Source: an optimization exercise on an open RTL-to-GDS flow (aim: small area and a short achievable clock period). Production flows keep margins and buffers that such runs may drop.
Function was checked by simulation only, so behaviour that the tests miss may differ from the original.
Power is estimated from default activity; no workload was simulated.

==> design.v <==
module CPU(clk,rst,data_out,instr_out,instr_read,data_read,instr_addr,data_addr,data_write,data_in);
input             clk;
input             rst;
input      [31:0] data_out;
input      [31:0] instr_out;
output            instr_read;
output     [31:0] instr_addr;
output            data_read;
output     [31:0] data_addr;
output     [3:0]  data_write;
output     [31:0] data_in;
localparam OP_LOAD   = 7'b0000011,
           OP_IMM    = 7'b0010011,
           OP_AUIPC  = 7'b0010111,
           OP_STORE  = 7'b0100011,
           OP_OP     = 7'b0110011,
           OP_LUI    = 7'b0110111,
           OP_BRANCH = 7'b1100011,
           OP_JALR   = 7'b1100111,
           OP_JAL    = 7'b1101111;
localparam F_ADD = 4'd0, F_SUB = 4'd1, F_SLL = 4'd2, F_SLT = 4'd3, F_SLTU = 4'd4,
           F_XOR = 4'd5, F_OR  = 4'd6, F_AND = 4'd7, F_SRL = 4'd8, F_SRA  = 4'd9;
assign instr_read = 1'b1;
reg  [31:0] pc;
reg  [31:0] x1, x2, x3;
reg  [4:0]  e_rd;
reg  [2:0]  e_f3;
reg  [3:0]  e_fn;
reg         e_wen;       
reg         e_load;
reg         e_store;
reg         e_jal;       
reg         e_br;        
reg  [31:0] rf [1:31];
reg  [31:1] rf_v;
wire [31:0] sum  = x1 + x2;
wire [32:0] diff = {1'b0, x1} - {1'b0, x2};
wire        ltu  = diff[32];
wire        lt   = diff[32] ^ x1[31] ^ x2[31];
wire        eq   = (x1 == x2);
wire [4:0]  sh   = x2[4:0];
wire        sll  = (e_fn == F_SLL);
reg  [31:0] x1_rev, sh_rev;
integer k;
always @(*) for (k = 0; k < 32; k = k + 1) x1_rev[k] = x1[31-k];
wire [31:0] sh_in  = sll ? x1_rev : x1;
wire        sh_fill = (e_fn == F_SRA) & x1[31];
wire [63:0] sh_ext = {{32{sh_fill}}, sh_in} >> sh;
wire [31:0] sh_out = sh_ext[31:0];
always @(*) for (k = 0; k < 32; k = k + 1) sh_rev[k] = sh_out[31-k];
reg  [31:0] alu;
always @(*) begin
    case (e_fn)
        F_ADD:   alu = sum;
        F_SUB:   alu = diff[31:0];
        F_SLL:   alu = sh_rev;
        F_SLT:   alu = {31'd0, lt};
        F_SLTU:  alu = {31'd0, ltu};
        F_XOR:   alu = x1 ^ x2;
        F_OR:    alu = x1 | x2;
        F_AND:   alu = x1 & x2;
        F_SRL:   alu = sh_out;
        F_SRA:   alu = sh_out;
        default: alu = 32'd0;
    endcase
end
wire [1:0] idx = sum[1:0];
assign data_addr = sum;
assign data_read = e_load;
assign data_in   = e_f3[1] ? x3 : e_f3[0] ? {2{x3[15:0]}} : {4{x3[7:0]}};
reg [3:0] strobe;
always @(*) begin
    strobe = 4'd0;
    if (e_store) begin
        case (e_f3)
            3'b000:  strobe = 4'b0001 << idx;
            3'b001:  strobe = (idx == 2'd0) ? 4'b0011 : 4'b1100;
            3'b010:  strobe = 4'b1111;
            default: strobe = 4'd0;
        endcase
    end
end
assign data_write = strobe;
reg [31:0] ld;
always @(*) begin
    case (e_f3)
        3'b000:  case (idx)
                     2'd0: ld = {{24{data_out[7]}},  data_out[7:0]};
                     2'd1: ld = {{24{data_out[15]}}, data_out[15:8]};
                     2'd2: ld = {{24{data_out[23]}}, data_out[23:16]};
                     default: ld = {{24{data_out[31]}}, data_out[31:24]};
                 endcase
        3'b100:  case (idx)
                     2'd0: ld = {24'd0, data_out[7:0]};
                     2'd1: ld = {24'd0, data_out[15:8]};
                     2'd2: ld = {24'd0, data_out[23:16]};
                     default: ld = {24'd0, data_out[31:24]};
                 endcase
        3'b001:  ld = (idx == 2'd0) ? {{16{data_out[15]}}, data_out[15:0]} : {{16{data_out[31]}}, data_out[31:16]};
        3'b101:  ld = (idx == 2'd0) ? {16'd0, data_out[15:0]} : {16'd0, data_out[31:16]};
        3'b010:  ld = data_out;
        default: ld = 32'd0;
    endcase
end
wire [31:0] wb = e_load ? ld : e_jal ? x3 : alu;
reg cond;
always @(*) begin
    case (e_f3)
        3'b000:  cond = eq;
        3'b001:  cond = ~eq;
        3'b100:  cond = lt;
        3'b101:  cond = ~lt;
        3'b110:  cond = ltu;
        3'b111:  cond = ~ltu;
        default: cond = 1'b0;
    endcase
end
wire        jump   = e_jal | (e_br & cond);
wire [31:0] target = e_br ? x3 : sum;
wire [31:0] pc4    = pc + 32'd4;
always @(posedge clk or posedge rst) begin
    if (rst) pc <= 32'd0;
    else     pc <= jump ? target : pc4;
end
assign instr_addr = pc;
integer r;
always @(posedge clk) begin
    for (r = 1; r < 32; r = r + 1)
        if (e_wen && e_rd == r) rf[r] <= wb;
end
always @(posedge clk or posedge rst) begin
    if (rst) rf_v <= 31'd0;
    else if (e_wen) rf_v[e_rd] <= 1'b1;
end
wire [31:0] in = instr_out;
wire [6:0]  opc = in[6:0];
wire [2:0]  f3  = in[14:12];
wire [4:0]  rd  = in[11:7];
wire [4:0]  rs1 = (opc == OP_LUI) ? 5'd0 : in[19:15];
wire [4:0]  rs2 = in[24:20];
reg  [31:0] rd1, rd2;
always @(*) begin
    rd1 = 32'd0;
    rd2 = 32'd0;
    for (r = 1; r < 32; r = r + 1) begin
        if (rs1 == r && rf_v[r]) rd1 = rd1 | rf[r];
        if (rs2 == r && rf_v[r]) rd2 = rd2 | rf[r];
    end
end
wire fw1 = e_wen && (e_rd == rs1);
wire fw2 = e_wen && (e_rd == rs2);
wire [31:0] v1 = fw1 ? wb : rd1;
wire [31:0] v2 = fw2 ? wb : rd2;
reg [31:0] imm;
always @(*) begin
    case (opc)
        OP_STORE:          imm = {{21{in[31]}}, in[30:25], in[11:7]};
        OP_LUI, OP_AUIPC:  imm = {in[31:12], 12'd0};
        OP_JAL:            imm = {{12{in[31]}}, in[19:12], in[20], in[30:21], 1'b0};
        default:           imm = {{21{in[31]}}, in[30:20]};
    endcase
end
wire [31:0] immb = {{20{in[31]}}, in[7], in[30:25], in[11:8], 1'b0};
wire d_op  = (opc == OP_OP);
wire d_imm = (opc == OP_IMM);
wire d_br  = (opc == OP_BRANCH);
wire d_st  = (opc == OP_STORE);
wire d_pc1 = (opc == OP_AUIPC) || (opc == OP_JAL);
wire d_jal = (opc == OP_JAL) || (opc == OP_JALR);
wire d_wen = (d_op || d_imm || opc == OP_LOAD || opc == OP_AUIPC || opc == OP_LUI || d_jal) && (rd != 5'd0);
reg [3:0] d_fn;
always @(*) begin
    d_fn = F_ADD;
    if (d_op || d_imm) begin
        case (f3)
            3'd0: d_fn = (d_op && in[30]) ? F_SUB : F_ADD;
            3'd1: d_fn = F_SLL;
            3'd2: d_fn = F_SLT;
            3'd3: d_fn = F_SLTU;
            3'd4: d_fn = F_XOR;
            3'd5: d_fn = in[30] ? F_SRA : F_SRL;
            3'd6: d_fn = F_OR;
            default: d_fn = F_AND;
        endcase
    end
end
always @(posedge clk) begin
    x1   <= d_pc1 ? pc : v1;
    x2   <= (d_op || d_br) ? v2 : imm;
    x3   <= d_st ? v2 : d_br ? (pc + immb) : pc4;
    e_rd <= rd;
    e_f3 <= f3;
    e_fn <= d_fn;
end
always @(posedge clk or posedge rst) begin
    if (rst) begin
        e_wen   <= 1'b0;
        e_load  <= 1'b0;
        e_store <= 1'b0;
        e_jal   <= 1'b0;
        e_br    <= 1'b0;
    end else if (jump) begin
        e_wen   <= 1'b0;
        e_load  <= 1'b0;
        e_store <= 1'b0;
        e_jal   <= 1'b0;
        e_br    <= 1'b0;
    end else begin
        e_wen   <= d_wen;
        e_load  <= (opc == OP_LOAD);
        e_store <= d_st;
        e_jal   <= d_jal;
        e_br    <= d_br;
    end
end
endmodule
==> run.sh <==
#!/bin/bash
# synth_recipe.tcl (not shown) runs the flow's synth.tcl, then flattens the netlist and writes it again
# the make line also repeats each setting of config.mk as NAME=value (left out here)
make -C /OpenROAD-flow-scripts/flow DESIGN_CONFIG=/design/flow/config.mk WORK_HOME=/design/flow/orfs CLKGATE_MAP_FILE= SYNTH_SCRIPT=/design/flow/synth_recipe.tcl finish
==> config.mk <==
export PLATFORM = sky130hd
export DESIGN_NAME = CPU
export DESIGN_NICKNAME = CPU
export VERILOG_FILES = /design/flow/design.v
export SDC_FILE = /design/flow/constraint.sdc
export NUM_CORES = 4
export LEC_CHECK = 0
export CAP_MARGIN = 20
export CORE_MARGIN = 2
export CORE_UTILIZATION = 30
export PLACE_DENSITY = 0.5
export SETUP_SLACK_MARGIN = 0.5
export SLEW_MARGIN = 20
==> constraint.sdc <==
create_clock -name core_clock -period 12.0 [get_ports {clk}]
set_input_delay 2.4000 -clock core_clock [delete_from_list [all_inputs] [get_ports {clk}]]
set_output_delay 2.4000 -clock core_clock [all_outputs]
set_load 0.01 [all_outputs]
==> impl_metrics.json, run 1 <==
{
  "status": "timing/DRC/antenna clean",
  "drt-pass1-iter-count": 14,
  "rsz0062_at_grt": "false",
  "grt_pass1_wl_microns": 498000,
  "numCtsBuffers": 121,
  "crit_type": "register to primary output",
  "setup_viol": 0,
  "grt_pass1_vias": 55200,
  "antenna_found_initial": 42,
  "power.total_mw": 10.9,
  "grt_max_degree": 69,
  "drtIter0Drc": 13500,
  "max-clock-path-buffers": 3,
  "fmax_ghz": 0.120,
  "worstSetupStartpointType": "register",
  "cts_sinks": 1168,
  "syn_nets": 5669,
  "synth_top_flop_cell": "edfxtp_1",
  "yosysUniqueCellTypes": 100,
  "path_clk_slew_ps": 60,
  "multi_input_area_sq_um": 26700,
  "tightest_slew_ps": 1280,
  "antenna_left": 0,
  "synth-edff-count": 992,
  "boundaryPins": 168,
  "clock-root-buffer": "clkbuf_16",
  "slew_headroom": 0.138,
  "cpPeakStageDelay_ps": 940,
  "crit_path_top_delay_cell": "nor3b_1",
  "power_density_nw_per_um2": 152,
  "synthArstFlopShare": 0.0582,
  "cap_violations": 0,
  "ir_drop_mv": 0.159,
  "gp_congestion": 1.02,
  "routed_wl_microns": 380000,
  "avgSynthCellArea_sq_um": 11.4,
  "ff_latch_area_sq_um": 33700,
  "numPortBuffers": 166,
  "crit_fanout": 32,
  "synth_most_common_cell": "edfxtp_1",
  "nNetsFinal": 5771,
  "track_usage": 0.346,
  "seq_area_frac_synth": 0.543,
  "drive_gt1_frac": 0.127,
  "wire_per_inst_microns": 45.3,
  "ys_top_cells_by_area": "edfxtp_1 48%, a22oi_1 4.8%, a221oi_1 3.5%",
  "hpwl_microns": 245000,
  "critical_path.top_delay_family": "buffers and inverters",
  "critical_path_arrival_ps": 5930,
  "synth_common_cells": "992 x edfxtp_1, 393 x a22oi_1, 378 x nand2_1, 352 x clkbuf_1, 289 x nor2_1",
  "hold_viol": 0,
  "worstPathCellList": "buf_4 -> inv_1 -> ha_1 -> and3_1 -> a22o_1 -> nand3_1 -> a2111oi_1 -> buf_4 -> o2111ai_1 -> nand3_1 -> nor3b_1 -> inv_1 -> clkdlybuf4s50_1",
  "cts_tree": "done",
  "utilization": 0.351,
  "cts_hold_buf": 0,
  "yosys.area.top_type": "edfxtp_1",
  "num_vias": 60100,
  "post_cts_buffers": 0,
  "worst_clock_skew_ps": 76.1,
  "syn_to_final_growth_pct": 16.2,
  "drc": 0,
  "overflow": 0,
  "synth_seq_cells": 1168,
  "coreArea_sq_um": 205000,
  "finalCriticalPeriod_ps": 8330,
  "ys_warn_count": 2,
  "hold_class": "register to register",
  "syn_inst": 5460,
  "syn_area_sq_um": 62000,
  "synth_top_area_share": 0.481,
  "period_share": 0.694,
  "slew_violations": 0,
  "critPathBufInv": 5,
  "fin_setup_tns_ps": 0,
  "die-width_microns": 459,
  "htree_levels": 3,
  "cp_data_required_time_ps": 9600,
  "die_y_microns": 459,
  "cts_resized": 0,
  "die-area_sq_um": 210000,
  "fill_cells": 20200,
  "avgViaCountPerCell": 7.16,
  "clk_latency_ps": 820,
  "std_cell_rows": 166,
  "start_util": 0.302,
  "p_leak_nw": 24.1,
  "worst_setup_path_end_kind": "primary output"
}
## cell families (layout without fill, tap and decap cells)
family          count (synthesis)  in the layout  share of synthesized area
fa+ha+maj                     143            143                     0.0292
other cells                     1             28                  0.0000605
compound gates               1926           1926                      0.233
flops                        1168           1168                      0.543
buf+inv                       579            787                     0.0367
mux                           140            140                     0.0326
simple gates                 1399           1399                      0.111
xor+xnor                      104            104                     0.0147
## report_power, final
part / total, mW / leakage (nW) / switching [mW] / internal (mW)
Sequential: 5.03 / 10.7 / 0.383 / 4.64
Combinational: 1.95 / 11.4 / 1.28 / 0.669
Clock: 3.96 / 1.99 / 1.76 / 2.21
## through the flow
step	cells	setup slack [ps]	area, sq um	hold WS [ps]
detailed placement	8125	4290	67800	562
global placement	8122	3950	67800	575
global route	8363	3570	72000	610
floorplan	5460	5730	62000	433
finish	8383	3670	72000	600
CTS	8354	3770	71900	588
## sequential cells by signal, indices dropped and copies added (netlist names), 3 cells and up
name	flops
e_f3	3
e_fn	4
e_rd	5
pc	32
rf	992
rf_v	31
x1	32
x2	32
x3	32
## per-layer routing
metal | global-route usage | vias up | routed length (microns)
li1 | - | 22300 | -
met5 | 0.000918 | - | 595
met1 | 0.420 | 29900 | 134000
met2 | 0.499 | 6064 | 156000
met3 | 0.132 | 1683 | 54400
met4 | 0.246 | 38 | 34400
## path summary, 6_finish.rpt
| kind | endpoint | from | cells past startpoint | slack, ps |
|---|---|---|---|---|
| setup / recovery | data_addr[28] | x2[4]$_DFF_P_ | 13 | 3670 |
| hold / removal | pc[19]$_DFF_PP0_ | x3[19]$_DFF_P_ | 2 | 600 |
| setup reg to reg | x1[1]$_DFF_P_ | e_fn[1]$_SDFF_PN0_ | 12 | 5410 |
| hold reg to reg | pc[19]$_DFF_PP0_ | x3[19]$_DFF_P_ | 2 | 600 |
| max in group asynchronous | e_jal$_DFF_PP0_ | rst | 3 | 9030 |
| min in group asynchronous | pc[13]$_DFF_PP0_ | rst | 3 | 2240 |
## cell usage in the layout, fill, tap and decap left out, drive strengths merged, types with 116 or more instances in the layout
cell,n
nand2,379
inv,138
nor2,290
nand4,146
nand3,169
clkbuf,141
a22o,211
a221oi,251
edfxtp,992
a21oi,263
o21ai,203
ha,140
buf,250
clkdlybuf4s50,166
a22oi,393
nor3,116
## tightest hold or removal path, delay by kind of cell, from the launching register on
kind | cells | cell delay (ps)
DFF | 1 | 340
AOI/OAI and AO/OA | 1 | 120
buffers and inverters | 1 | 90
## layout make-up
cell class | count | area share
timing repair buffer | 416 | 0.0494
multi-input combinational | 3713 | 0.371
inverter | 142 | 0.00742
clock inverter | 88 | 0.0128
sequential | 1168 | 0.467
antenna | 27 | 0.000938
tap | 2688 | 0.0467
clock buffer | 141 | 0.0441
==> run 2, diff against run 1 <==
--- a/config.mk
+++ b/config.mk
@@ -9,5 +9,5 @@
 export CORE_MARGIN = 2
-export CORE_UTILIZATION = 30
-export PLACE_DENSITY = 0.5
-export SETUP_SLACK_MARGIN = 0.5
+export CORE_UTILIZATION = 45
+export PLACE_DENSITY = 0.6
+export SETUP_SLACK_MARGIN = 5
 export SLEW_MARGIN = 20
==> impl_metrics.json, run 2 <==
{
  "overflow": 0,
  "switching_share": 0.305,
  "nNetsFinal": 5742,
  "synth-edff-count": 992,
  "crit_fanout": 32,
  "cts_sinks": 1168,
  "hold_depth": 1,
  "worstSetupStartpointType": "register",
  "std_cell_rows": 136,
  "grt_pass1_wl_microns": 470000,
  "synth_top_area_share": 0.481,
  "numPortBuffers": 166,
  "hold_viol": 0,
  "synthArstFlopShare": 0.0582,
  "final_common_cell": "edfxtp_1",
  "power.total_mw": 10.9,
  "finalCriticalPeriod_ps": 7070,
  "synthXorXnorAreaFrac": 0.0147,
  "status": "timing/DRC/antenna clean",
  "boundaryPins": 168,
  "drive_gt1_frac": 0.131,
  "die_y_microns": 375,
  "holdPathEnd": "rf_v[15]$_DFFE_PP0P_",
  "synth_common_cells": "992 x edfxtp_1, 393 x a22oi_1, 378 x nand2_1, 352 x clkbuf_1, 289 x nor2_1",
  "p_sw_mw": 3.32,
  "hold_class": "register to register",
  "hold_slack_ps": 556,
  "drt-pass1-iter-count": 14,
  "critical_path.top_delay_family": "compound AO/OA/AOI/OAI gates",
  "cpPeakStageDelay_ps": 590,
  "seq_area_frac_synth": 0.543,
  "yosys.area.top_type": "edfxtp_1",
  "grt_max_degree": 69,
  "crit_type": "register to primary output",
  "tightest_slew_ps": 1390,
  "synth_top_family_by_area": "compound AO/OA/AOI/OAI gates",
  "die-area_sq_um": 141000,
  "ys_top_cells_by_area": "edfxtp_1 48%, a22oi_1 4.8%, a221oi_1 3.5%",
  "clock-root-buffer": "clkbuf_16",
  "synth_mux_area_frac": 0.0326,
  "critPathBufInv": 3,
  "cap_violations": 0,
  "gp_congestion": 1.07,
  "fmax_ghz": 0.142,
  "power_density_nw_per_um2": 153,
  "synth_most_common_cell": "edfxtp_1",
  "comb_power_share": 0.177,
  "top_register": "rf",
  "slew_headroom": 0.0662,
  "clk_latency_ps": 780,
  "period_share": 0.589,
  "num_vias": 60100,
  "path_clk_slew_ps": 70,
  "htree_levels": 3,
  "post-place-cells": 7200,
  "worst_setup_path_end_kind": "primary output",
  "avgSynthCellArea_sq_um": 11.4,
  "fin_cells": 7445,
  "p_leak_nw": 24.0,
  "hpwl_microns": 223000,
  "drc": 0,
  "post_synth_fa_ha_maj_area_fraction": 0.0292,
  "die-width_microns": 375,
  "min-delay-start": "rf_v[15]$_DFFE_PP0P_",
  "syn_to_final_growth_pct": 14.5,
  "antenna_found_initial": 35,
  "yosysUniqueCellTypes": 100,
  "rr_worst_depth": 12,
  "critical_path_arrival_ps": 4670,
  "p_int_mw": 7.57,
  "design_area_sq_um": 70900,
  "syn_inst": 5460,
  "power.share.clock": 0.362,
  "path_common_cell": "o21bai_1",
  "final_cell_mix": "992 x edfxtp_1, 392 x a22oi_1, 376 x nand2_1",
  "numCtsBuffers": 119,
  "ir_drop_mv": 0.129,
  "cts_tree": "done",
  "r2r_slack_ps": 5910,
  "syn_nets": 5669,
  "cp_data_required_time_ps": 9600,
  "slew_violations": 0,
  "rsz0062_at_grt": "true",
  "max-clock-path-buffers": 3,
  "wire_per_inst_microns": 47.6,
  "worst_clock_skew_ps": 55.9,
  "seqPwrFrac": 0.461,
  "synth_compound_area_frac": 0.233,
  "timing.rr.start": "e_fn[3]$_SDFF_PN0_",
  "fill_cells": 12000,
  "grt_pass1_vias": 54900,
  "coreArea_sq_um": 137000,
  "ys_warn_count": 2,
  "synthSimpleGateAreaFrac": 0.111,
  "drtIter0Drc": 15100,
  "track_usage": 0.487,
  "worstPathCellList": "buf_8 -> clkinvlp_4 -> ha_2 -> a21o_1 -> a22o_1 -> a211oi_1 -> o21bai_1 -> a311oi_2 -> o21bai_1 -> xnor2_1 -> clkdlybuf4s50_1",
  "placed_area_sq_um": 66400,
  "r2r_end": "x2[9]$_DFF_P_",
  "synth_seq_cells": 1168,
  "routed_wl_microns": 355000,
  "antenna_left": 0,
  "setup_viol": 0,
  "crit_path_top_delay_cell": "clkdlybuf4s50_1",
  "syn_area_sq_um": 62000,
  "start_util": 0.452,
  "synth_top_flop_cell": "edfxtp_1",
  "avgViaCountPerCell": 8.08,
  "fin_setup_tns_ps": 0,
  "largest_register_ffs": 992
}
run 2: cell counts after synthesis:
Identical to the previous run, type by type.
run 2: how the worst max path moves through the flow:
stage                                to           start  cells past startpoint  slack (ps)
final                     data_addr[20]   x2[4]$_DFF_P_                     11        4930
after global routing      data_addr[31]  x1[22]$_DFF_P_                     12        4860
after CTS                 data_addr[20]   x2[0]$_DFF_P_                     11        4960
after detailed placement  data_addr[30]   x2[4]$_DFF_P_                     13        4860
after global placement    data_addr[28]   x2[4]$_DFF_P_                     13        4920
after floorplan           data_addr[30]   x2[2]$_DFF_P_                     14        5730
run 2: power groups by stage:
stage | logic, mW | clock network [mW] | registers [mW]
finish | 1.93 | 3.95 | 5.01
CTS | 1.83 | 3.92 | 4.98
global route | 2.00 | 4.09 | 4.99
detailed placement | 1.81 | 0 | 5.07
floorplan | 0.989 | 0 | 4.86
global placement | 1.80 | 0 | 5.07
run 2: repair_timing:
action	in CTS	in global routing
buffers inserted	2	1
resized for setup	55	12
hold buffers	0	0
cloned	1	0
endpoints found under the setup margin	22	11
run 2: metal layers:
| metal | vias up | wire length (microns) | part of all wire | global-route usage |
|---|---|---|---|---|
| li1 | 22300 | - | - | - |
| met1 | 28900 | 115000 | 0.32 | 0.573 |
| met2 | 6753 | 142000 | 0.40 | 0.689 |
| met3 | 2180 | 58100 | 0.16 | 0.209 |
| met4 | 46 | 38700 | 0.11 | 0.395 |
| met5 | - | 665 | 0.0019 | 0.0161 |
run 2: area by class of cell:
class / count / area [sq um] / area share
antenna: 22 / 55.1 / 0.000776
clock buffer: 143 / 3160 / 0.0445
clock inverter: 74 / 933 / 0.0132
inverter: 142 / 544 / 0.00767
multi-input combinational: 3713 / 26900 / 0.379
sequential: 1168 / 33700 / 0.475
tap: 1794 / 2240 / 0.0316
timing repair buffer: 388 / 3430 / 0.0483
timing repair inverter: 1 / 5.00 / 0.0000705
run 2: cells by family after synthesis:
kind of cell	after synthesis
buffers and inverters	579
AO/OA/AOI/OAI	1926
XOR/XNOR	104
flip-flops	1168
AND/OR/NAND/NOR	1399
multiplexers	140
other	1
adder cells (fa/ha/maj)	143
run 2: stage by stage:
step	setup slack, ps	util
final	4930	0.517
after global routing	4860	0.517
after CTS	4960	0.516
after detailed placement	4860	0.484
after global placement	4920	0.484
after floorplan	5730	-
run 2: worst reg2reg max path: stages (launching register included):
cell      delay (ps)
dfxtp_1          630
nor4b_4          380
buf_4            600
mux4_2           620
mux4_2           560
o21ai_1          220
nor2_1            90
nor4_1          1010
o221ai_2         160
buf_4            290
o22ai_2          890
o21ai_0          290
buf_4            210
==> run 3, diff against run 2 <==
--- a/design.v
+++ b/design.v
@@ -25,2 +25,4 @@
 reg  [31:0] x1, x2, x3;
+reg  [31:0] a1, a2;      
+reg  [4:0]  e_sh;        
 reg  [4:0]  e_rd;
@@ -28,2 +30,3 @@
 reg  [3:0]  e_fn;
+reg         e_sub;
 reg         e_wen;       
@@ -35,8 +38,8 @@
 reg  [31:1] rf_v;
-wire [31:0] sum  = x1 + x2;
-wire [32:0] diff = {1'b0, x1} - {1'b0, x2};
-wire        ltu  = diff[32];
-wire        lt   = diff[32] ^ x1[31] ^ x2[31];
+wire [32:0] as;
+Alu_Add u_as(.a(x1), .b(x2), .sub(e_sub), .s(as));
+wire        ltu  = ~as[32];
+wire        lt   = ltu ^ x1[31] ^ x2[31];
 wire        eq   = (x1 == x2);
-wire [4:0]  sh   = x2[4:0];
+wire [4:0]  sh   = e_sh;
 wire        sll  = (e_fn == F_SLL);
@@ -47,4 +50,7 @@
 wire        sh_fill = (e_fn == F_SRA) & x1[31];
-wire [63:0] sh_ext = {{32{sh_fill}}, sh_in} >> sh;
-wire [31:0] sh_out = sh_ext[31:0];
+wire [31:0] sh_s1  = sh[0] ? {{1{sh_fill}},  sh_in[31:1]}  : sh_in;
+wire [31:0] sh_s2  = sh[1] ? {{2{sh_fill}},  sh_s1[31:2]}  : sh_s1;
+wire [31:0] sh_s3  = sh[2] ? {{4{sh_fill}},  sh_s2[31:4]}  : sh_s2;
+wire [31:0] sh_s4  = sh[3] ? {{8{sh_fill}},  sh_s3[31:8]}  : sh_s3;
+wire [31:0] sh_out = sh[4] ? {{16{sh_fill}}, sh_s4[31:16]} : sh_s4;
 always @(*) for (k = 0; k < 32; k = k + 1) sh_rev[k] = sh_out[31-k];
@@ -53,4 +59,4 @@
     case (e_fn)
-        F_ADD:   alu = sum;
-        F_SUB:   alu = diff[31:0];
+        F_ADD:   alu = as[31:0];
+        F_SUB:   alu = as[31:0];
         F_SLL:   alu = sh_rev;
@@ -66,4 +72,6 @@
 end
-wire [1:0] idx = sum[1:0];
-assign data_addr = sum;
+wire [31:0] ea;
+Addr_Add u_ea(.a(a1), .b(a2), .s(ea));
+wire [1:0] idx = ea[1:0];
+assign data_addr = ea;
 assign data_read = e_load;
@@ -118,3 +126,3 @@
 wire        jump   = e_jal | (e_br & cond);
-wire [31:0] target = e_br ? x3 : sum;
+wire [31:0] target = ea;
 wire [31:0] pc4    = pc + 32'd4;
@@ -138,3 +146,3 @@
 wire [4:0]  rd  = in[11:7];
-wire [4:0]  rs1 = (opc == OP_LUI) ? 5'd0 : in[19:15];
+wire [4:0]  rs1 = in[19:15];
 wire [4:0]  rs2 = in[24:20];
@@ -167,3 +175,3 @@
 wire d_st  = (opc == OP_STORE);
-wire d_pc1 = (opc == OP_AUIPC) || (opc == OP_JAL);
+wire d_lui = (opc == OP_LUI);
 wire d_jal = (opc == OP_JAL) || (opc == OP_JALR);
@@ -187,5 +195,8 @@
 always @(posedge clk) begin
-    x1   <= d_pc1 ? pc : v1;
+    x1   <= d_lui ? 32'd0 : (opc == OP_AUIPC) ? pc : v1;
+    a1   <= (d_br || opc == OP_JAL) ? pc : v1;
+    a2   <= d_br ? immb : imm;
+    e_sh <= d_op ? v2[4:0] : imm[4:0];
     x2   <= (d_op || d_br) ? v2 : imm;
-    x3   <= d_st ? v2 : d_br ? (pc + immb) : pc4;
+    x3   <= d_st ? v2 : pc4;
     e_rd <= rd;
@@ -193,2 +204,3 @@
     e_fn <= d_fn;
+    e_sub <= d_br || d_fn == F_SUB || d_fn == F_SLT || d_fn == F_SLTU;
 end
@@ -216 +228,12 @@
 endmodule
+module Addr_Add(a, b, s);
+input  [31:0] a, b;
+output [31:0] s;
+assign s = a + b;
+endmodule
+module Alu_Add(a, b, sub, s);
+input  [31:0] a, b;
+input         sub;
+output [32:0] s;
+assign s = {1'b0, a} + {1'b0, b ^ {32{sub}}} + {32'd0, sub};
+endmodule
==> flow/run.sh (new file) <==
#!/bin/bash
# The standard layout (the standard.sh: standard synthesis, floorplan,
# placement, CTS, routing) with a larger setup repair margin, so that the
# resizer keeps improving paths beyond the 12 ns clock. Constraints and
# clock period are unchanged.
set -euo pipefail
bash standard.sh SETUP_SLACK_MARGIN=6.5 finish > standard_flow.log 2>&1
==> standard.sh (new file) <==
#!/bin/bash
# synth_recipe.tcl (not shown) runs the flow's synth.tcl, then flattens the netlist and writes it again
# the make line also repeats each setting of config.mk as NAME=value (left out here)
make -C /OpenROAD-flow-scripts/flow DESIGN_CONFIG=/design/flow/config.mk WORK_HOME=/design/flow/orfs CLKGATE_MAP_FILE= SYNTH_SCRIPT=/design/flow/synth_recipe.tcl "${@:-finish}"
--- a/config.mk
+++ b/config.mk
@@ -9,3 +9,5 @@
 export CORE_MARGIN = 2
-export CORE_UTILIZATION = 45
+export CORE_UTILIZATION = 35
+export CTS_CLUSTER_DIAMETER = 100
+export CTS_CLUSTER_SIZE = 20
 export PLACE_DENSITY = 0.6
@@ -13 +15,2 @@
 export SLEW_MARGIN = 20
+export SYNTH_HIERARCHICAL = 1
removed: run.sh
==> impl_metrics.json, run 3 <==
{
  "die_y_microns": 427,
  "slew_headroom": 0.198,
  "overflow": 0,
  "seq_area_frac_synth": 0.560,
  "synthArstFlopShare": 0.0549,
  "num_vias": 57700,
  "cpPeakStageDelay_ps": 380,
  "routed_wl_microns": 332000,
  "hold_viol": 0,
  "status": "timing/DRC/antenna clean",
  "synth_seq_cells": 1238,
  "max-clock-path-buffers": 3,
  "start_util": 0.352,
  "top_register": "rf",
  "syn_to_final_growth_pct": 13.3,
  "syn_nets": 5608,
  "period_share": 0.487,
  "worstSetupStartpointType": "register",
  "rsz0062_at_grt": "true",
  "critical_path_arrival_ps": 3450,
  "gp_congestion": 1.08,
  "cts_tree": "done",
  "startpoint": "a1[0]$_DFF_P_",
  "worstPathCellList": "ha_4 -> fa_2 -> a21o_1 -> a31o_4 -> buf_6 -> nand3_4 -> o221ai_4 -> buf_12 -> nand4_1 -> nand2_2 -> xor2_4 -> buf_6",
  "worst_clock_skew_ps": 48.0,
  "ys_top_cells_by_area": "edfxtp_1 48%, a22oi_1 8.1%, dfxtp_1 5.7%",
  "drtIter0Drc": 14100,
  "yosysUniqueCellTypes": 102,
  "p_leak_nw": 24.7,
  "antenna_left": 0,
  "setup_viol": 0,
  "htree_levels": 3,
  "r2r_slack_ps": 6570,
  "drc": 0,
  "grt_pass1_vias": 53400,
  "hold_class": "register to register",
  "worst_setup_path_end_kind": "primary output",
  "wire_per_inst_microns": 42.4,
  "timing.rr.start": "x1[8]$_SDFF_PP0_",
  "syn_inst": 5396,
  "synth_top_area_share": 0.476,
  "clock-root-buffer": "clkbuf_16",
  "crit_path_top_delay_cell": "fa_2",
  "hold_slack_ps": 514,
  "hpwl_microns": 202000,
  "synth_most_common_cell": "edfxtp_1",
  "grt_pass1_wl_microns": 444000,
  "finalCriticalPeriod_ps": 5850,
  "die-area_sq_um": 182000,
  "grt_max_degree": 69,
  "final_common_cell": "edfxtp_1",
  "critPathBufInv": 3,
  "power_density_nw_per_um2": 128,
  "rr_worst_depth": 17,
  "ys_warn_count": 8,
  "antenna_found_initial": 16,
  "critical_path.top_delay_family": "compound AO/OA/AOI/OAI gates",
  "design_area_sq_um": 70900,
  "boundaryPins": 168,
  "crit_cells": 12,
  "largest_register_ffs": 992,
  "synth_top_flop_cell": "edfxtp_1",
  "crit_end": "data_addr[22]",
  "std_cell_rows": 155,
  "drive_gt1_frac": 0.133,
  "power.total_mw": 9.06,
  "clk_latency_ps": 770,
  "final_cell_mix": "992 x edfxtp_1, 678 x a22oi_1, 454 x nand2_1",
  "path_common_cell": "buf_6",
  "fmax_ghz": 0.171,
  "r2r_end": "x3[17]$_DFF_P_",
  "slew_violations": 0,
  "drt-pass1-iter-count": 13,
  "nNetsFinal": 5643,
  "crit_type": "register to primary output",
  "cap_violations": 0,
  "hold_depth": 1,
  "avgSynthCellArea_sq_um": 11.6,
  "die-width_microns": 427,
  "syn_area_sq_um": 62600,
  "tightest_slew_ps": 1200,
  "numCtsBuffers": 73,
  "crit_fanout": 3,
  "path_clk_slew_ps": 90,
  "ir_drop_mv": 0.0970,
  "track_usage": 0.352,
  "coreArea_sq_um": 178000,
  "placed_area_sq_um": 67400,
  "utilization": 0.398,
  "cts_sinks": 1238,
  "avgViaCountPerCell": 7.36,
  "numPortBuffers": 166,
  "cp_data_required_time_ps": 9600,
  "synth-edff-count": 992,
  "yosys.area.top_type": "edfxtp_1",
  "synth_common_cells": "992 x edfxtp_1, 678 x a22oi_1, 461 x nand2_1, 352 x clkbuf_1, 243 x nor2_1",
  "fin_setup_tns_ps": 0
}
[run 3: per-layer routing]
| layer | wire length [microns] | up-vias | track usage |
|---|---|---|---|
| met2 | 137000 | 6314 | 0.510 |
| li1 | - | 21500 | - |
| met5 | 381 | - | 0.00344 |
| met1 | 108000 | 27800 | 0.412 |
| met3 | 52300 | 2010 | 0.142 |
| met4 | 35400 | 18 | 0.279 |
[run 3: worst min-delay path by stage]
stage | start | slack (ps) | end
final | rf_v[12]$_DFFE_PP0P_ | 510 | rf_v[12]$_DFFE_PP0P_
after global routing | rf_v[13]$_DFFE_PP0P_ | 510 | rf_v[13]$_DFFE_PP0P_
after CTS | rf_v[12]$_DFFE_PP0P_ | 500 | rf_v[12]$_DFFE_PP0P_
after detailed placement | rf_v[12]$_DFFE_PP0P_ | 480 | rf_v[12]$_DFFE_PP0P_
after global placement | rf_v[13]$_DFFE_PP0P_ | 480 | rf_v[13]$_DFFE_PP0P_
after floorplan | rf_v[12]$_DFFE_PP0P_ | 430 | rf_v[12]$_DFFE_PP0P_
[run 3: worst register-to-register path: stages (launching register included)]
cell	delay [ps]
dfxtp_1	830
ha_1	420
a211oi_1	400
nand2_1	150
nor3_2	310
o31ai_2	150
a21o_1	250
a31oi_1	210
xnor2_1	220
a22o_1	300
a2111oi_2	480
buf_4	210
o2111ai_1	190
nand3_1	220
o211ai_1	100
buf_4	270
o22ai_2	440
a21oi_1	130
[run 3: cell families (layout without fill, tap and decap cells)]
kind of cell,count (synthesis),in the layout,synth area share
muxes,186,186,0.0413
adders and majority gates,146,146,0.0294
xor gates and xnor gates,132,132,0.0185
and+or+nand+nor,1426,1428,0.114
DFF,1238,1238,0.560
AOI/OAI and AO/OA,1721,1721,0.203
other,1,14,0.0000599
buffers and inverters,546,616,0.0338
[run 3: per-stage QoR]
step | cells | worst slack [ps]
final | 7836 | 6150
after global routing | 7823 | 6140
after CTS | 7809 | 6270
after detailed placement | 7673 | 5180
after global placement | 7673 | 5180
after floorplan | 5396 | 6580
[run 3: per-module statistics from Yosys, one instance, submodules excluded]
module | times used | area [sq um] | cells
CPU | 1 | 58700 | 4855
Alu_Add | 1 | 2100 | 300
Addr_Add | 1 | 1740 | 241
[run 3: cell type report]
| cell class | instances | area (sq um) |
|---|---|---|
| repair buffers | 385 | 3400 |
| multi-input cells | 3614 | 26900 |
| clock buffers | 101 | 1970 |
| flip-flops and latches | 1238 | 35100 |
| fillers | 16900 | 107000 |
| well taps | 2355 | 2950 |
| inverters | 118 | 448 |
| repair inverters | 1 | 7.51 |
| diodes | 13 | 32.5 |
| clock inverters | 11 | 148 |
[run 3: power by group]
part | total, mW | internal [mW] | switching [mW] | leakage, nW
combinational | 1.28 | 0.474 | 0.809 | 12.4
sequential | 5.08 | 4.80 | 0.277 | 11.3
clock | 2.69 | 1.19 | 1.50 | 1.03
[run 3: repair_timing]
| action | CTS | global route |
|---|---|---|
| setup endpoints to repair | 218 | 265 |
| resized for setup | 214 | 88 |
| hold buffers | 0 | 0 |
| gates cloned | 1 | 2 |
| buffers inserted | 23 | 12 |
| pin swaps | 40 | 33 |
==> run 4, diff against run 3 <==
--- a/design.v
+++ b/design.v
@@ -24,3 +24,3 @@
 reg  [31:0] pc;
-reg  [31:0] x1, x2, x3;
+reg  [31:0] x1, x2;      
 reg  [31:0] a1, a2;      
@@ -39,6 +39,7 @@
 wire [32:0] as;
-Alu_Add u_as(.a(x1), .b(x2), .sub(e_sub), .s(as));
+wire [31:0] ap, ag;      
+Alu_Add u_as(.a(x1), .b(x2), .sub(e_sub), .s(as), .p(ap), .g(ag));
 wire        ltu  = ~as[32];
 wire        lt   = ltu ^ x1[31] ^ x2[31];
-wire        eq   = (x1 == x2);
+wire        eq   = &ap;     
 wire [4:0]  sh   = e_sh;
@@ -64,5 +65,5 @@
         F_SLTU:  alu = {31'd0, ltu};
-        F_XOR:   alu = x1 ^ x2;
-        F_OR:    alu = x1 | x2;
-        F_AND:   alu = x1 & x2;
+        F_XOR:   alu = ap;
+        F_OR:    alu = ap | ag;
+        F_AND:   alu = ag;
         F_SRL:   alu = sh_out;
@@ -77,3 +78,3 @@
 assign data_read = e_load;
-assign data_in   = e_f3[1] ? x3 : e_f3[0] ? {2{x3[15:0]}} : {4{x3[7:0]}};
+assign data_in   = e_f3[1] ? x2 : e_f3[0] ? {2{x2[15:0]}} : {4{x2[7:0]}};
 reg [3:0] strobe;
@@ -112,3 +113,3 @@
 end
-wire [31:0] wb = e_load ? ld : e_jal ? x3 : alu;
+wire [31:0] wb = e_load ? ld : e_jal ? x2 : alu;
 reg cond;
@@ -178,2 +179,5 @@
 wire d_wen = (d_op || d_imm || opc == OP_LOAD || opc == OP_AUIPC || opc == OP_LUI || d_jal) && (rd != 5'd0);
+wire [31:0] aimm = d_st ? {{21{in[31]}}, in[30:25], in[11:7]}
+                 : (opc == OP_JAL) ? {{12{in[31]}}, in[19:12], in[20], in[30:21], 1'b0}
+                 : {{21{in[31]}}, in[30:20]};
 reg [3:0] d_fn;
@@ -197,6 +201,5 @@
     a1   <= (d_br || opc == OP_JAL) ? pc : v1;
-    a2   <= d_br ? immb : imm;
+    a2   <= d_br ? immb : aimm;
     e_sh <= d_op ? v2[4:0] : imm[4:0];
-    x2   <= (d_op || d_br) ? v2 : imm;
-    x3   <= d_st ? v2 : pc4;
+    x2   <= (d_op || d_br || d_st) ? v2 : d_jal ? pc4 : imm;
     e_rd <= rd;
@@ -233,3 +236,3 @@
 endmodule
-module Alu_Add(a, b, sub, s);
+module Alu_Add(a, b, sub, s, p, g);
 input  [31:0] a, b;
@@ -237,3 +240,7 @@
 output [32:0] s;
-assign s = {1'b0, a} + {1'b0, b ^ {32{sub}}} + {32'd0, sub};
+output [31:0] p, g;      
+wire   [31:0] bs = b ^ {32{sub}};
+assign p = a ^ bs;
+assign g = a & bs;
+assign s = {1'b0, a} + {1'b0, bs} + {32'd0, sub};
 endmodule
==> flow/run.sh (replaced) <==
#!/bin/bash
# The standard layout (standard.sh: standard synthesis, floorplan,
# placement, CTS, routing), made with two changes:
#  - the resizer's setup repair aims past the 12 ns clock (larger margin);
#  - the port buffers are buf_2 cells instead of delay buffers.
# The clock period and constraints are unchanged; every port keeps a buffer.
set -euo pipefail
bash standard.sh SETUP_SLACK_MARGIN=6.5 "BUFFER_PORTS_ARGS=-buffer_cell sky130_fd_sc_hd__buf_2" finish > standard_flow.log 2>&1
--- a/config.mk
+++ b/config.mk
@@ -12,3 +12,3 @@
 export CTS_CLUSTER_SIZE = 20
-export PLACE_DENSITY = 0.6
+export PLACE_DENSITY = 0.5
 export SETUP_SLACK_MARGIN = 5
==> impl_metrics.json, run 4 <==
{
  "post_synth_fa_ha_maj_area_fraction": 0.0169,
  "cpPeakStageDelay_ps": 350,
  "crit_path_top_delay_cell": "dfxtp_2",
  "synth_compound_area_frac": 0.212,
  "grt_pass1_vias": 51700,
  "antenna_found_initial": 17,
  "overflow": 0,
  "crit_fanout": 4,
  "routed_wl_microns": 351000,
  "fin_setup_tns_ps": 0,
  "grt_pass1_wl_microns": 461000,
  "final_cell_mix": "992 x edfxtp_1, 744 x a22oi_1, 386 x nand2_1",
  "clock-root-buffer": "clkbuf_16",
  "cts_tree": "done",
  "finalCriticalPeriod_ps": 5670,
  "largest_register_ffs": 992,
  "ys_warn_count": 8,
  "power_density_nw_per_um2": 127,
  "nNetsFinal": 5322,
  "synth_common_cells": "992 x edfxtp_1, 744 x a22oi_1, 391 x nand2_1, 343 x clkbuf_1, 187 x nand3_1",
  "ys_top_cells_by_area": "edfxtp_1 49%, a22oi_1 9.2%, dfxtp_1 4.4%",
  "tightest_slew_ps": 1360,
  "synth_seq_cells": 1195,
  "syn_inst": 5156,
  "slew_violations": 0,
  "ir_drop_mv": 0.0855,
  "avgSynthCellArea_sq_um": 11.8,
  "gp_congestion": 1.05,
  "yosysUniqueCellTypes": 107,
  "syn_to_final_growth_pct": 11.2,
  "synth_mux_area_frac": 0.0443,
  "synthSimpleGateAreaFrac": 0.113,
  "worst_clock_skew_ps": 43.7,
  "num_vias": 55900,
  "cts_hold_buf": 0,
  "synthArstFlopShare": 0.0569,
  "cap_violations": 0,
  "setup_viol": 0,
  "worst_setup_path_end_kind": "primary output",
  "drive_gt1_frac": 0.163,
  "p_leak_nw": 23.3,
  "avgViaCountPerCell": 7.41,
  "clk_latency_ps": 730,
  "antenna_left": 0,
  "cp_data_required_time_ps": 9600,
  "fill_cells": 16400,
  "syn_nets": 5302,
  "place_ws_ps": 5820,
  "rsz0062_at_grt": "true",
  "multi_input_area_sq_um": 25700,
  "final_common_cell": "edfxtp_1",
  "synthXorXnorAreaFrac": 0.0199,
  "die-area_sq_um": 177000,
  "coreArea_sq_um": 172000,
  "synth_top_flop_cell": "edfxtp_1",
  "die-width_microns": 421,
  "setup_slack_ps": 6330,
  "critical_path_arrival_ps": 3270,
  "boundaryPins": 168,
  "seq_area_frac_synth": 0.563,
  "period_share": 0.473,
  "numCtsBuffers": 71,
  "synth_top_area_share": 0.490,
  "numPortBuffers": 166,
  "hpwl_microns": 214000,
  "drt-pass1-iter-count": 14,
  "slew_headroom": 0.0959,
  "start_util": 0.353,
  "max-clock-path-buffers": 3,
  "fmax_ghz": 0.176,
  "die_y_microns": 421,
  "cts_sinks": 1195,
  "synth-edff-count": 992,
  "yosys.area.top_type": "edfxtp_1",
  "std_cell_rows": 152,
  "worstPathCellList": "ha_4 -> fa_2 -> a21o_1 -> a31o_4 -> nand4_1 -> a21oi_2 -> buf_4 -> a21oi_2 -> o21ai_1 -> xor2_1 -> buf_4 -> buf_6",
  "drtIter0Drc": 12500,
  "path_clk_slew_ps": 100,
  "worstSetupStartpointType": "register",
  "wire_per_inst_microns": 46.6,
  "top_register": "rf",
  "hold_slack_ps": 509,
  "htree_levels": 3,
  "hold_viol": 0,
  "hold_class": "register to register",
  "ff_latch_area_sq_um": 34200,
  "drc": 0,
  "synth_top_family_by_area": "compound AO/OA/AOI/OAI gates",
  "crit_type": "register to primary output",
  "track_usage": 0.385,
  "grt_max_degree": 69,
  "status": "timing/DRC/antenna clean",
  "syn_area_sq_um": 60800,
  "synth_most_common_cell": "edfxtp_1"
}
[run 4: cell types whose count changed in the layout (fill, tap and decap cells not counted), moves of 62 or more]
cell             change
clkdlybuf4s50_1    -132
a22oi_1             +66
nor2_1              -76
buf_2              +159
nand2_1             -68
ha_1                -62
inv_1               -65
[run 4: per-layer routing]
layer,vias up,part of all wire,GRT usage
met1,27400,0.33,0.445
li1,20900,-,-
met4,29,0.11,0.323
met3,1843,0.15,0.153
met5,-,0.0017,0.0112
met2,5746,0.41,0.560
[run 4: cell type report]
class / count / share of cell area
flip-flops and latches: 1195 / 0.507
multi-input cells: 3484 / 0.380
well taps: 2310 / 0.0428
repair buffers: 374 / 0.0372
clock buffers: 105 / 0.0291
inverters: 50 / 0.00280
clock inverters: 10 / 0.00131
diodes: 8 / 0.000296
[run 4: worst max-delay path: cells and delay by family, from the launching register on]
family	cells	cell delay, ps
and+or+nand+nor	1	160
buffers and inverters	3	440
xor gates and xnor gates	1	170
DFF	1	350
AOI/OAI and AO/OA	5	910
adders and majority gates	2	520
[run 4: per-module statistics from Yosys, one instance, submodules excluded]
module	times used	cells inside	area (sq um)	flops+latches
CPU	1	4624	57000	1195
Alu_Add	1	291	2080	0
Addr_Add	1	241	1740	0
[run 4: kinds of logic (layout without fill, tap and decap cells)]
kind of cell / Yosys count / in the layout
adder cells (fa/ha/maj): 81 / 81
multiplexers: 190 / 190
XOR/XNOR: 138 / 138
AO/OA/AOI/OAI: 1730 / 1730
flip-flops: 1195 / 1195
other: 1 / 9
AND/OR/NAND/NOR: 1344 / 1344
buffers and inverters: 477 / 539
[run 4: what timing repair did]
| item | 4_1_cts | 5_1_grt |
|---|---|---|
| setup endpoints to repair | 85 | 150 |
| pin swaps | 28 | 10 |
| gates resized for setup | 83 | 30 |
| buffers inserted | 16 | 7 |
[run 4: power by group]
part | total [mW] | switching (mW) | internal [mW]
registers | 4.83 | 0.192 | 4.63
logic | 1.14 | 0.786 | 0.351
clock network | 2.62 | 1.47 | 1.15
total | 8.58 | 2.44 | 6.14
[run 4: worst paths after layout]
check                      depth (start not counted)                    to                  from  slack [ps]
hold reg to reg                                    1  rf_v[28]$_DFFE_PP0P_  rf_v[28]$_DFFE_PP0P_         510
max in group asynchronous                          3      pc[15]$_DFF_PP0_                   rst        9550
min in group asynchronous                          3       e_wen$_DFF_PP0_                   rst        1870
setup reg to reg                                  15    rf[4][0]$_DFFE_PP_         x2[2]$_DFF_P_        6550
hold / removal                                     1  rf_v[28]$_DFFE_PP0P_  rf_v[28]$_DFFE_PP0P_         510
setup / recovery                                  12         data_addr[28]      a2[0]$_SDFF_PP0_        6330
[run 4: per-stage QoR]
step	std cells	instance area, sq um	utilization	power [mW]
floorplan	5156	60800	-	5.35
global placement	7385	64600	0.375	5.94
detailed placement	7386	64600	0.375	5.94
CTS	7517	67200	0.391	8.47
global route	7528	67600	0.393	8.73
finish	7536	67600	0.393	8.58
==> run 5, diff against run 4 <==
--- a/config.mk
+++ b/config.mk
@@ -7,3 +7,3 @@
 export LEC_CHECK = 0
-export CAP_MARGIN = 20
+export CAP_MARGIN = 40
 export CORE_MARGIN = 2
@@ -14,3 +14,3 @@
 export SETUP_SLACK_MARGIN = 5
-export SLEW_MARGIN = 20
+export SLEW_MARGIN = 40
 export SYNTH_HIERARCHICAL = 1
==> impl_metrics.json, run 5 <==
{
  "cts_sinks": 1195,
  "cp_data_required_time_ps": 12650,
  "r2r_end": "rf[29][9]$_DFFE_PP_",
  "track_usage": 0.385,
  "hold_class": "register to register",
  "seq_area_frac_synth": 0.563,
  "antenna_found_initial": 21,
  "fin_setup_tns_ps": 0,
  "hold_viol": 0,
  "drc": 0,
  "die-width_microns": 421,
  "power_density_nw_per_um2": 126,
  "die-area_sq_um": 177000,
  "routed_wl_microns": 351000,
  "placed_area_sq_um": 64900,
  "yosys.area.top_type": "edfxtp_1",
  "synthArstFlopShare": 0.0569,
  "ys_top_cells_by_area": "edfxtp_1 49%, a22oi_1 9.2%, dfxtp_1 4.4%",
  "critical_path_arrival_ps": 6260,
  "grt_pass1_vias": 52200,
  "nNetsFinal": 5333,
  "rsz0062_at_grt": "true",
  "gp_congestion": 1.05,
  "boundaryPins": 168,
  "coreArea_sq_um": 172000,
  "synth_top_area_share": 0.490,
  "worst_setup_path_end_kind": "register",
  "synth_common_cells": "992 x edfxtp_1, 744 x a22oi_1, 391 x nand2_1, 343 x clkbuf_1, 187 x nand3_1",
  "syn_area_sq_um": 60800,
  "numPortBuffers": 166,
  "clock-root-buffer": "clkbuf_16",
  "num_vias": 56200,
  "status": "timing/DRC/antenna clean",
  "synth_seq_cells": 1195,
  "antenna_left": 0,
  "largest_register_ffs": 992,
  "max-clock-path-buffers": 3,
  "cts_hold_buf": 0,
  "cap_violations": 0,
  "startpoint": "instr_out[17]",
  "fmax_ghz": 0.178,
  "syn_nets": 5302,
  "avgSynthCellArea_sq_um": 11.8,
  "crit_fanout": 21,
  "slew_violations": 0,
  "slew_headroom": 0.275,
  "avgViaCountPerCell": 7.43,
  "crit_type": "input port to register",
  "tightest_slew_ps": 1090,
  "synth-edff-count": 992,
  "final_common_cell": "edfxtp_1",
  "holdPathEnd": "rf_v[28]$_DFFE_PP0P_",
  "drt-pass1-iter-count": 13,
  "r2r_slack_ps": 6680,
  "hpwl_microns": 215000,
  "drtIter0Drc": 12100,
  "period_share": 0.467,
  "setup_viol": 0,
  "cts_tree": "done",
  "numCtsBuffers": 71,
  "worst_clock_skew_ps": 39.8,
  "overflow": 0,
  "grt_pass1_wl_microns": 462000,
  "clk_latency_ps": 740,
  "synth_most_common_cell": "edfxtp_1",
  "top_register": "rf",
  "std_cell_rows": 152,
  "syn_to_final_growth_pct": 11.9,
  "min-delay-start": "rf_v[28]$_DFFE_PP0P_",
  "design_area_sq_um": 68000,
  "hold_depth": 1,
  "final_cell_mix": "992 x edfxtp_1, 744 x a22oi_1, 386 x nand2_1",
  "timing.rr.start": "e_fn[2]$_DFF_P_",
  "yosysUniqueCellTypes": 107,
  "grt_max_degree": 69,
  "path_clk_slew_ps": 100,
  "synth_top_flop_cell": "edfxtp_1",
  "ir_drop_mv": 0.0904,
  "worstSetupStartpointType": "input port",
  "fill_cells": 16400,
  "p_leak_nw": 23.4,
  "wire_per_inst_microns": 46.4,
  "ys_warn_count": 8,
  "start_util": 0.353,
  "drive_gt1_frac": 0.170,
  "syn_inst": 5156,
  "die_y_microns": 421,
  "finalCriticalPeriod_ps": 5610,
  "rr_worst_depth": 9,
  "htree_levels": 3
}
[run 5: cell counts after synthesis]
Identical to the previous run, type by type.
[run 5: timing repair]
action | 4_1_cts | 5_1_grt
buffers inserted | 17 | 9
resized for setup | 80 | 46
setup endpoints to repair | 54 | 80
pin swaps | 27 | 17
[run 5: cell families (layout without fill, tap and decap cells)]
logic type | Yosys count | in the layout | share of synthesized area
compound gates | 1730 | 1730 | 0.212
simple gates | 1344 | 1344 | 0.113
flops | 1195 | 1195 | 0.563
buf+inv | 477 | 551 | 0.0310
mux | 190 | 190 | 0.0443
xor+xnor | 138 | 138 | 0.0199
fa+ha+maj | 81 | 81 | 0.0169
other cells | 1 | 22 | 0.0000617
[run 5: final cells by class]
class	instances	area, sq um	share of cell area
Sequential cell	1195	34200	0.503
Clock buffer	107	1950	0.0287
Multi-Input combinational cell	3484	25900	0.381
Antenna cell	21	52.6	0.000772
Clock inverter	9	128	0.00188
Timing Repair Buffer	385	2690	0.0395
Tap cell	2310	2890	0.0425
Inverter	50	190	0.00279
[run 5: metrics by stage]
step           setup WS, ps  instances  hold WS, ps  power, mW  utilization
2_1_floorplan          6580       5156          433       5.35            -
3_3_place_gp           5810       7385          481       5.94        0.375
3_5_place_dp           5970       7392          479       5.94        0.377
4_1_cts                6360       7525          499       8.50        0.393
5_1_grt                6310       7540          530       8.74        0.395
6_report               6390       7561          502       8.59        0.395
[run 5: routing by layer]
| layer | GRT usage | share of wire | vias up |
|---|---|---|---|
| li1 | - | - | 20900 |
| met1 | 0.448 | 0.33 | 27600 |
| met2 | 0.558 | 0.42 | 5831 |
| met3 | 0.151 | 0.15 | 1787 |
| met4 | 0.320 | 0.10 | 14 |
| met5 | 0.0123 | 0.0014 | - |
[run 5: power breakdown]
group	total (mW)	internal, mW	switching (mW)
logic	1.12	0.345	0.775
registers	4.83	4.63	0.199
clock network	2.64	1.17	1.47
[run 5: worst max-delay path, cell delays in order]
cell and delay (ps):
buf_2 260, nor3b_1 760, and4b_2 830, buf_4 690, a22oi_1 180, and4_1 250, nand3_1 380, o21ai_0 240
o211ai_1 220
[run 5: how the worst max path moves through the flow]
stage                           endpoint  slack, ps  depth (start not counted)
global placement      rf[5][0]$_DFFE_PP_       5810                         16
CTS                        data_addr[30]       6360                          8
floorplan           rf[10][18]$_DFFE_PP_       6580                          6
global route               data_addr[30]       6310                          9
finish                    a1[30]$_DFF_P_       6390                          9
detailed placement        a1[31]$_DFF_P_       5970                         10
[run 5: Yosys stat by module (local to each module, per instance)]
module | flip-flops and latches | cells | copies in the design | cell area, sq um
Alu_Add | 0 | 291 | 1 | 2080
CPU | 1195 | 4624 | 1 | 57000
Addr_Add | 0 | 241 | 1 | 1740
==> run 6, diff against run 5 <==
--- a/design.v
+++ b/design.v
@@ -26,3 +26,2 @@
 reg  [31:0] a1, a2;      
-reg  [4:0]  e_sh;        
 reg  [4:0]  e_rd;
@@ -44,3 +43,3 @@
 wire        eq   = &ap;     
-wire [4:0]  sh   = e_sh;
+wire [4:0]  sh   = x2[4:0];
 wire        sll  = (e_fn == F_SLL);
@@ -202,3 +201,2 @@
     a2   <= d_br ? immb : aimm;
-    e_sh <= d_op ? v2[4:0] : imm[4:0];
     x2   <= (d_op || d_br || d_st) ? v2 : d_jal ? pc4 : imm;
==> impl_metrics.json, run 6 <==
{
  "cts_hold_buf": 0,
  "avgViaCountPerCell": 7.51,
  "die-width_microns": 418,
  "worst_clock_skew_ps": 78.5,
  "htree_levels": 3,
  "drt-pass1-iter-count": 17,
  "syn_area_sq_um": 59900,
  "hold_class": "register to register",
  "path_common_cell": "o21ai_0",
  "hold_viol": 0,
  "hpwl_microns": 209000,
  "worstPathCellList": "buf_2 -> nor2_1 -> and3_2 -> buf_4 -> a22o_1 -> a221oi_1 -> nand4_1 -> or3_1 -> o21ai_0 -> o21ai_0",
  "worst_setup_path_end_kind": "register",
  "routed_wl_microns": 345000,
  "ir_drop_mv": 0.114,
  "antenna_found_initial": 22,
  "grt_max_degree": 69,
  "nNetsFinal": 5216,
  "clk_latency_ps": 750,
  "top_register": "rf",
  "largest_register_ffs": 992,
  "crit_type": "input port to register",
  "critical_path_arrival_ps": 6250,
  "avgSynthCellArea_sq_um": 11.9,
  "drive_gt1_frac": 0.171,
  "slew_violations": 0,
  "std_cell_rows": 151,
  "die_y_microns": 418,
  "synth_most_common_cell": "edfxtp_1",
  "grt_pass1_vias": 50700,
  "drc": 0,
  "clock-root-buffer": "clkbuf_16",
  "crit_path_top_delay_cell": "and3_2",
  "antenna_left": 0,
  "drtIter0Drc": 12300,
  "die-area_sq_um": 175000,
  "final_cell_mix": "992 x edfxtp_1, 591 x a22oi_1, 303 x nand2_1",
  "wire_per_inst_microns": 47.1,
  "finalCriticalPeriod_ps": 5600,
  "setup_viol": 0,
  "synth_top_flop_cell": "edfxtp_1",
  "numPortBuffers": 166,
  "worstSetupStartpointType": "input port",
  "cts_tree": "done",
  "status": "timing/DRC/antenna clean",
  "utilization": 0.397,
  "multi_input_area_sq_um": 25300,
  "slew_headroom": 0.292,
  "grt_pass1_wl_microns": 454000,
  "synth_common_cells": "992 x edfxtp_1, 591 x a22oi_1, 353 x clkbuf_1, 308 x nand2_1",
  "fin_setup_tns_ps": 0,
  "boundaryPins": 168,
  "syn_nets": 5173,
  "final_common_cell": "edfxtp_1",
  "synth_top_area_share": 0.497,
  "synthArstFlopShare": 0.0571,
  "syn_inst": 5027,
  "ys_top_cells_by_area": "edfxtp_1 50%, a22oi_1 7.4%, dfxtp_1 4.3%",
  "rsz0062_at_grt": "true",
  "overflow": 0,
  "cp_data_required_time_ps": 12650,
  "cts_sinks": 1190,
  "crit_fanout": 18,
  "start_util": 0.353,
  "p_leak_nw": 22.7,
  "coreArea_sq_um": 170000,
  "seq_area_frac_synth": 0.569,
  "cap_violations": 0,
  "power_density_nw_per_um2": 128,
  "period_share": 0.467,
  "yosys.area.top_type": "edfxtp_1",
  "num_vias": 55100,
  "gp_congestion": 1.06,
  "cpPeakStageDelay_ps": 840,
  "syn_to_final_growth_pct": 12.3,
  "path_clk_slew_ps": 90,
  "ff_latch_area_sq_um": 34100,
  "synth_seq_cells": 1190,
  "track_usage": 0.381,
  "ys_warn_count": 8,
  "numCtsBuffers": 72,
  "yosysUniqueCellTypes": 110,
  "fill_cells": 16200,
  "synth-edff-count": 992,
  "tightest_slew_ps": 1060,
  "fmax_ghz": 0.178,
  "max-clock-path-buffers": 3
}
-- run 6: cell types whose count changed after synthesis, moves of 16 or more --
| cell | before | now |
|---|---|---|
| a22oi_1 | 744 | 591 |
| a22o_1 | 83 | 188 |
| a221oi_1 | 86 | 184 |
| nand2_1 | 391 | 308 |
| and3_1 | 133 | 94 |
| mux2_2 | 58 | 25 |
| nor2_1 | 164 | 197 |
| mux2i_1 | 74 | 54 |
| mux4_2 | 57 | 38 |
| a21oi_1 | 170 | 187 |
| nand3b_1 | 29 | 13 |
-- run 6: cells by family after synthesis --
logic type                 share of synthesized area
AOI/OAI and AO/OA                              0.222
xor gates and xnor gates                      0.0202
adders and majority gates                     0.0171
buffers and inverters                         0.0317
DFF                                            0.569
muxes                                         0.0334
other                                      0.0000626
and+or+nand+nor                                0.107
-- run 6: area by class of cell --
| class | count | area share |
|---|---|---|
| inverter | 48 | 0.00270 |
| sequential | 1190 | 0.507 |
| antenna | 11 | 0.000409 |
| clock inverter | 11 | 0.00284 |
| tap | 2218 | 0.0412 |
| timing repair buffer | 397 | 0.0408 |
| clock buffer | 100 | 0.0291 |
| multi-input combinational | 3361 | 0.375 |
-- run 6: final timing paths --
kind	from	to	slack (ps)	depth (start not counted)
setup / recovery	instr_out[16]	a1[12]$_DFF_P_	6400	10
hold / removal	rf_v[29]$_DFFE_PP0P_	rf_v[29]$_DFFE_PP0P_	530	1
setup reg to reg	x2[15]$_DFF_P_	a1[26]$_DFF_P_	6690	15
hold reg to reg	rf_v[29]$_DFFE_PP0P_	rf_v[29]$_DFFE_PP0P_	530	1
max in group asynchronous	rst	rf_v[25]$_DFFE_PP0P_	9660	3
min in group asynchronous	rst	pc[24]$_DFF_PP0_	1830	3
-- run 6: timing repair --
action / CTS / global route
pin swaps: 23 / 26
gates resized for setup: 85 / 55
buffers inserted: 21 / 3
endpoints found under the setup margin: 23 / 54
-- run 6: per-layer routing --
metal,up-vias,track usage,share of wire
li1,20600,-,-
met3,1605,0.142,0.15
met4,34,0.263,0.089
met2,5579,0.557,0.42
met1,27300,0.465,0.35
met5,-,0,0.00096
-- run 6: worst max-delay path, delay by kind of cell --
kind / cells / cell delay (ps)
AOI/OAI and AO/OA: 4 / 990
and+or+nand+nor: 4 / 1940
buffers and inverters: 2 / 840
-- run 6: power breakdown --
part / total [mW] / internal, mW / switching (mW)
logic: 1.13 / 0.339 / 0.792
registers: 4.83 / 4.62 / 0.205
clock network: 2.67 / 1.17 / 1.50
total: 8.63 / 6.13 / 2.50
-- run 6: Yosys stat by module (local to each module, per instance) --
module    times used  flip-flops and latches  cells  cell area (sq um)
Alu_Add            1                       0    291               2080
CPU                1                    1190   4495              56100
Addr_Add           1                       0    241               1740
-- run 6: per-stage QoR --
| stage | worst slack [ps] | cell area, sq um | hold slack (ps) | std cells | total power [mW] |
|---|---|---|---|---|---|
| finish | 6400 | 67300 | 528 | 7336 | 8.63 |
| global route | 6360 | 67300 | 581 | 7326 | 8.80 |
| CTS | 6420 | 66900 | 522 | 7321 | 8.56 |
| detailed placement | 5660 | 64200 | 494 | 7189 | 5.96 |
| global placement | 5650 | 63800 | 505 | 7179 | 5.95 |
| floorplan | 6520 | 59900 | 433 | 5027 | 5.36 |
==> run 7, diff against run 6 <==
==> flow/run.sh (replaced) <==
#!/bin/bash
# The standard layout (standard.sh: standard synthesis, floorplan,
# placement, CTS, routing), made with two changes:
#  - the resizer's setup repair aims past the 12 ns clock (larger margin);
#  - the port buffers are buf_1 cells instead of delay buffers.
# The clock period and constraints are unchanged; every port keeps a buffer.
set -euo pipefail
bash standard.sh SETUP_SLACK_MARGIN=6.5 "BUFFER_PORTS_ARGS=-buffer_cell sky130_fd_sc_hd__buf_1" finish > standard_flow.log 2>&1
--- a/config.mk
+++ b/config.mk
@@ -9,6 +9,6 @@
 export CORE_MARGIN = 2
-export CORE_UTILIZATION = 35
+export CORE_UTILIZATION = 40
 export CTS_CLUSTER_DIAMETER = 100
 export CTS_CLUSTER_SIZE = 20
-export PLACE_DENSITY = 0.5
+export PLACE_DENSITY = 0.55
 export SETUP_SLACK_MARGIN = 5
@@ -16 +16,2 @@
 export SYNTH_HIERARCHICAL = 1
+export TNS_END_PERCENT = 10
==> impl_metrics.json, run 7 <==
{
  "fin_setup_tns_ps": 0,
  "syn_inst": 5027,
  "path_clk_slew_ps": 100,
  "crit_type": "input port to register",
  "cts_tree": "done",
  "cp_data_required_time_ps": 12630,
  "cap_violations": 0,
  "drc": 0,
  "grt_pass1_vias": 50800,
  "avgSynthCellArea_sq_um": 11.9,
  "period_share": 0.481,
  "design_area_sq_um": 66300,
  "status": "timing/DRC/antenna clean",
  "top_register": "rf",
  "cts_sinks": 1190,
  "synth_top_area_share": 0.497,
  "crit_path_top_delay_cell": "and3_2",
  "drive_gt1_frac": 0.132,
  "place_ws_ps": 5640,
  "setup_viol": 0,
  "grt_pass1_wl_microns": 451000,
  "power_density_nw_per_um2": 129,
  "numPortBuffers": 166,
  "wire_per_inst_microns": 48.7,
  "slew_headroom": 0.327,
  "yosys.area.top_type": "edfxtp_1",
  "yosysUniqueCellTypes": 110,
  "drtIter0Drc": 12000,
  "hold_viol": 0,
  "drt-pass1-iter-count": 14,
  "avgViaCountPerCell": 7.87,
  "synth-edff-count": 992,
  "numCtsBuffers": 72,
  "worst_clock_skew_ps": 70.5,
  "placed_area_sq_um": 63700,
  "synth_most_common_cell": "edfxtp_1",
  "largest_register_ffs": 992,
  "rsz0062_at_grt": "true",
  "power.total_mw": 8.53,
  "ir_drop_mv": 0.102,
  "comb_power_share": 0.128,
  "overflow": 0,
  "critical_path_arrival_ps": 6400,
  "std_cell_rows": 142,
  "switching_share": 0.287,
  "grt_max_degree": 69,
  "power.share.clock": 0.306,
  "hold_class": "register to register",
  "final_cell_mix": "992 x edfxtp_1, 591 x a22oi_1, 303 x nand2_1",
  "ys_top_cells_by_area": "edfxtp_1 50%, a22oi_1 7.4%, dfxtp_1 4.3%",
  "die_y_microns": 391,
  "p_leak_nw": 22.2,
  "worstPathCellList": "buf_1 -> nor3b_1 -> and3_2 -> buf_4 -> a22o_1 -> a221oi_1 -> nand4b_1 -> nor3_1 -> or3_1 -> o21ai_0",
  "syn_nets": 5173,
  "crit_fanout": 19,
  "startpoint": "instr_out[18]",
  "track_usage": 0.435,
  "p_int_mw": 6.08,
  "die-width_microns": 391,
  "worst_setup_path_end_kind": "register",
  "fill_cells": 13600,
  "timing.rr.start": "e_sub$_DFF_P_",
  "hpwl_microns": 214000,
  "seqPwrFrac": 0.566,
  "finalCriticalPeriod_ps": 5770,
  "antenna_left": 0,
  "cpPeakStageDelay_ps": 760,
  "syn_to_final_growth_pct": 10.7,
  "num_vias": 55500,
  "ys_warn_count": 8,
  "final_common_cell": "edfxtp_1"
}
-- run 7: cell counts after synthesis --
No cell type changed its count.
-- run 7: what timing repair did --
action | 4_1_cts | 5_1_grt
pin swaps | 19 | 6
gates cloned | 1 | 0
setup buffers | 11 | 2
setup endpoints to repair | 57 | 52
resized for setup | 60 | 18
-- run 7: cell type report --
cell class / instances / area (sq um) / share of cell area
well taps: 1944 / 2430 / 0.0367
inverters: 48 / 181 / 0.00274
clock buffers: 91 / 1920 / 0.0289
clock inverters: 10 / 161 / 0.00243
flip-flops and latches: 1190 / 34100 / 0.514
multi-input cells: 3362 / 25000 / 0.376
repair buffers: 396 / 2520 / 0.0380
diodes: 9 / 22.5 / 0.000340
-- run 7: modules after synthesis (local to each module, per instance) --
| module | copies in the design | flops+latches |
|---|---|---|
| Alu_Add | 1 | 0 |
| CPU | 1 | 1190 |
| Addr_Add | 1 | 0 |
-- run 7: final timing paths --
check / to / slack (ps) / cells past startpoint
worst max-delay path: a1[5]$_DFF_P_ / 6230 / 10
worst min-delay path: rf_v[19]$_DFFE_PP0P_ / 550 / 1
worst max register to register: a1[0]$_DFF_P_ / 6420 / 17
worst min register to register: rf_v[19]$_DFFE_PP0P_ / 550 / 1
max in group asynchronous: e_load$_DFF_PP0_ / 9670 / 3
min in group asynchronous: pc[30]$_DFF_PP0_ / 1810 / 3
-- run 7: cell families (layout without fill, tap and decap cells) --
| kind of cell | Yosys count | count (layout) | share of synthesized area |
|---|---|---|---|
| simple gates | 1250 | 1250 | 0.107 |
| fa+ha+maj | 81 | 81 | 0.0171 |
| mux | 130 | 130 | 0.0334 |
| flops | 1190 | 1190 | 0.569 |
| compound gates | 1762 | 1763 | 0.222 |
| other cells | 1 | 10 | 0.0000626 |
| xor+xnor | 137 | 137 | 0.0202 |
| buf+inv | 476 | 545 | 0.0317 |
-- run 7: power by group through the flow --
stage	clock network, mW	logic, mW	registers (mW)
2_1_floorplan	0	0.555	4.81
4_1_cts	2.60	1.04	4.82
5_1_grt	2.74	1.14	4.82
3_5_place_dp	0	1.03	4.91
6_report	2.61	1.10	4.83
3_3_place_gp	0	1.01	4.91
-- run 7: worst max-delay path, delay by kind of cell --
kind / cells / cell delay [ps]
AND/OR/NAND/NOR: 5 / 2150
AO/OA/AOI/OAI: 3 / 580
buffers and inverters: 2 / 1180
-- run 7: routing by layer --
metal	global-route usage	vias to the layer above	routed length [microns]
li1	-	20600	-
met1	0.531	27200	118000
met2	0.624	5942	140000
met3	0.173	1752	52300
met4	0.312	16	32700
met5	0.00255	-	158
-- run 7: per-stage QoR --
stage / instances / utilization
after detailed placement: 6925 / 0.427
after global routing: 7041 / 0.444
final: 7050 / 0.444
after floorplan: 5027 / -
after global placement: 6920 / 0.425
after CTS: 7038 / 0.443

Setup slack of run 7, layout unchanged: 6.229 ns with ideal ports, 6.275 ns with driving cells assumed (clock clkbuf_16, inputs buf_2), 5.478 ns with port delays also shifted by the 0.797 ns mid clock arrival.
